Source: an optimization exercise on an open RTL-to-GDS flow (aim: small area and a short achievable clock period). Production flows keep margins and buffers that such runs may drop. The RTL was checked by simulation tests, not by an equivalence proof against the original design. No activity file was given, so power comes from the tool's default toggle rates.

## rev 12
==> flow/design.v (excerpt) <==
module cpu_top (
    input  logic clk,
    input  logic rst,
    input  logic activate,  
    input  logic isolate,   
    output logic [31:0] imem_addr,
    input  logic [15:0] imem_data,
    output logic [31:0] dmem_addr,
    output logic        dmem_wren,
    output logic        dmem_rden,
    output logic [31:0] dmem_wrdata,
    input  logic [31:0] dmem_rddata
);
Size in the first run: roughly 4000 cells after synthesis, about 600 flip-flops, about 150 I/O pins, about 38000 µm² of cells after synthesis.
Settings: LEC_CHECK=0, CAP_MARGIN=20, CORE_MARGIN=2, CORE_UTILIZATION=50, SLEW_MARGIN=20, TNS_END_PERCENT=5; clock period 14.0 ns.
standard.sh (not shown) runs the stock make flow with config.mk's settings and CLKGATE_MAP_FILE= SYNTH_SCRIPT=/design/flow/synth_recipe.tcl, a recipe that flattens the netlist after the stock synthesis.
==> flow/flow/run.sh <==
#!/bin/bash
# Standard ORFS layout (the standard.sh, unchanged synthesis), with the
# timing repair steps asked to leave setup slack margin so that they
# optimise for a shorter period than the 14 ns constraint, and the port
# buffers made as plain buf_2 cells (the resizer still sizes them).
set -euo pipefail
bash standard.sh SETUP_SLACK_MARGIN=10.4 \
  "BUFFER_PORTS_ARGS=-buffer_cell sky130_fd_sc_hd__buf_2" finish > standard_flow.log 2>&1
In summary, rev 12 completed successfully, with a layout that passed the timing, design-rule and antenna checks.
Inputs modified between rev 12 and rev 13:
==> flow/flow/run.sh <==
#!/bin/bash
# Standard ORFS layout (the standard.sh, unchanged synthesis), with the
# timing repair steps asked to leave setup slack margin so that they
# optimise for a shorter period than the 14 ns constraint.
set -euo pipefail
bash standard.sh SETUP_SLACK_MARGIN=10.4 finish > standard_flow.log 2>&1
Results
Rev 13: full flow OK, the timing, design-rule and antenna checks passed
Delta (rev 13 minus rev 12): met3 track demand over resource in global routing saw a decrease, proportion of power drawn by the clock network saw an increase.
[compare] base=rev 12 new=rev 13: total power went down; clock-cell share of area was more or less identical.

* * *

Another version of the RTL of cpu_top (not shown whole).
Size: about 3900 cells after synthesis, roughly 620 flip-flops, about 38000 um2 of cells after synthesis.
clock: 14.0 ns
lec_check: 0
cap_margin: 20
core_margin: 2
core_utilization: 50
slew_margin: 20
tns_end_percent: 5
==> flow/flow/run.sh <==
#!/bin/bash
# Standard ORFS layout (the standard.sh, unchanged synthesis), with the
# timing repair steps asked to leave setup slack margin so that they
# optimise for a shorter period than the 14 ns constraint, and the port
# buffers made as plain buf_2 cells (the resizer still sizes them).
set -euo pipefail
bash standard.sh SETUP_SLACK_MARGIN=10.8 \
  "BUFFER_PORTS_ARGS=-buffer_cell sky130_fd_sc_hd__buf_2" finish > standard_flow.log 2>&1
==> next run, changes <==
==> flow/flow/run.sh (replaced) <==
#!/bin/bash
# Standard ORFS layout (the standard.sh, unchanged synthesis), with the
# timing repair steps asked to leave setup slack margin so that they
# optimise for a shorter period than the 14 ns constraint.
set -euo pipefail
bash standard.sh SETUP_SLACK_MARGIN=10.4 finish > standard_flow.log 2>&1
After rerunning: Worst setup slack degrades by 0.081 ns; maximum frequency falls by about 2%; utilization rises by 1.1 points; critical path depth falls by 5; clock skew rises by 0.019 ns; wire length rises by about 4%.
==> next run, changes <==
==> flow/flow/run.sh (replaced) <==
#!/bin/bash
# Standard ORFS layout (the standard.sh, unchanged synthesis), with the
# timing repair steps asked to leave setup slack margin so that they
# optimise for a shorter period than the 14 ns constraint, and the port
# buffers made as plain buf_2 cells (the resizer still sizes them).
set -euo pipefail
bash standard.sh SETUP_SLACK_MARGIN=10.4 \
  "BUFFER_PORTS_ARGS=-buffer_cell sky130_fd_sc_hd__buf_2" finish > standard_flow.log 2>&1
Cell area shrinks by 3.0%.
Total power shrinks by 2.3%.
Combinational power shrinks by about 6%.
Setup slack gets better by 0.067 ns.
Core utilization shrinks by 1.8 points.
Clock power hardly moves.
Non-clock buffer count shrinks by 40.
==> next run, changes <==
--- a/flow/config.mk
+++ b/flow/config.mk
@@ -7,0 +8 @@
+export ABC_AREA = 1
Critical path depth falls by 16.
Global-route usage goes up by 0.54 points.
Combinational power falls by 15%.

* * *

cpu_top, a different RTL version from the one above (not shown whole).
For scale: roughly 5200 cells after synthesis, roughly 620 flip-flops, about 150 I/O pins, ~38000 sq um of cells after synthesis.
export LEC_CHECK = 0
export ABC_AREA = 1
export CAP_MARGIN = 20
export CORE_MARGIN = 2
export CORE_UTILIZATION = 50
export CTS_CLUSTER_DIAMETER = 70
export CTS_CLUSTER_SIZE = 30
export SLEW_MARGIN = 20
export TNS_END_PERCENT = 5
create_clock -name core_clock -period 14.0 [get_ports {clk}]
==> flow/flow/run.sh <==
#!/bin/bash
# Standard ORFS layout (the standard.sh, unchanged synthesis), with the
# timing repair steps asked to leave setup slack margin so that they
# optimise for a shorter period than the 14 ns constraint, and the port
# buffers made as plain buf_2 cells (the resizer still sizes them).
set -euo pipefail
bash standard.sh SETUP_SLACK_MARGIN=10.4 \
  "BUFFER_PORTS_ARGS=-buffer_cell sky130_fd_sc_hd__buf_2" finish > standard_flow.log 2>&1
The starting point produced a clean layout.
Rerun with:
Settings changed: CTS_BUF_LIST set to sky130_fd_sc_hd__clkbuf_8, CTS_CLUSTER_DIAMETER 70 to not set, CTS_CLUSTER_SIZE 30 to not set.
Routed wire length went up slightly. Power goes up by a few percent. Area after synthesis does not change. Design area grows by a few percent.
Rerun with:
Settings changed: CORE_UTILIZATION 50 to 40, CTS_BUF_LIST sky130_fd_sc_hd__clkbuf_8 to not set.
- setup slack is worse by 0.018 ns
- total power goes up by 1.9%
- clock power goes up by about 10%
- flip-flop and latch count stays the same
- critical path depth stays the same
Rerun with:
--- a/flow/flow/run.sh
+++ b/flow/flow/run.sh
@@ -6,3 +6,3 @@
 set -euo pipefail
-bash standard.sh SETUP_SLACK_MARGIN=10.4 \
+bash standard.sh SETUP_SLACK_MARGIN=10.0 \
   "BUFFER_PORTS_ARGS=-buffer_cell sky130_fd_sc_hd__buf_2" finish > standard_flow.log 2>&1
Settings changed: CORE_UTILIZATION 40 to 50.
Power climbs by 0.35%.
Final cell count drops by 4.1%.
Clock power climbs by about 4%.
Final area drops by 1.5%.
Die area drops by 20%.
Clock skew climbs by 0.034 ns.
Critical path depth does not change.
Utilization climbs by 11 points.
Worst setup slack improves by 0.0076 ns.

static timing again, ports no longer ideal:
Ports are ideal in the flow. The routed layouts listed here were re-timed in OpenROAD.
Step 1 (the two cells are an assumption about what drives the block):
set clk [get_ports {clk}]
set_driving_cell -lib_cell sky130_fd_sc_hd__clkbuf_16 $clk
set_driving_cell -lib_cell sky130_fd_sc_hd__buf_2 [delete_from_list [all_inputs] $clk]
Step 2 also shifts input and output timing later by t, the mid clock arrival at the registers, as if the neighbouring blocks saw the same clock.
Slacks: no drivers / after step 1 / after step 2; pairs: no drivers / after step 1.
| run | shift t [ns] | setup slack, ns | worst data-port slew with drivers (ns) |
|---|---|---|---|
| rev 12 | 0.704 | 9.714 / 9.662 / 9.331 | 0.08 |
| rev 13 | 0.689 | 9.748 / 9.676 / 9.183 | 0.09 |
| the first run of note 2 | 0.709 | 9.914 / 9.867 / 9.225 | 0.07 |
| the second run of note 2 | 0.704 | 9.833 / 9.835 / 9.168 | 0.06 |
| the third run of note 2 | 0.704 | 9.901 / 9.896 / 9.234 | 0.06 |
| the fourth run of note 2 | 0.700 | 9.895 / 9.821 / 9.256 | 0.16 |
| the first run of note 3 | 0.677 | 10.037 / 9.967 / 9.415 | 0.17 |
| the second run of note 3 | 0.821 | 9.937 / 9.872 / 9.426 | 0.16 |
| the third run of note 3 | 0.722 | 9.919 / 9.844 / 9.346 | 0.20 |
| the fourth run of note 3 | 0.714 | 9.926 / 9.851 / 9.394 | 0.17 |
After both steps every run listed still meets setup and hold. For the first run of note 2, which loses most, drivers alone change the setup slack by -0.047 ns; drivers and shift together by -0.689 ns.
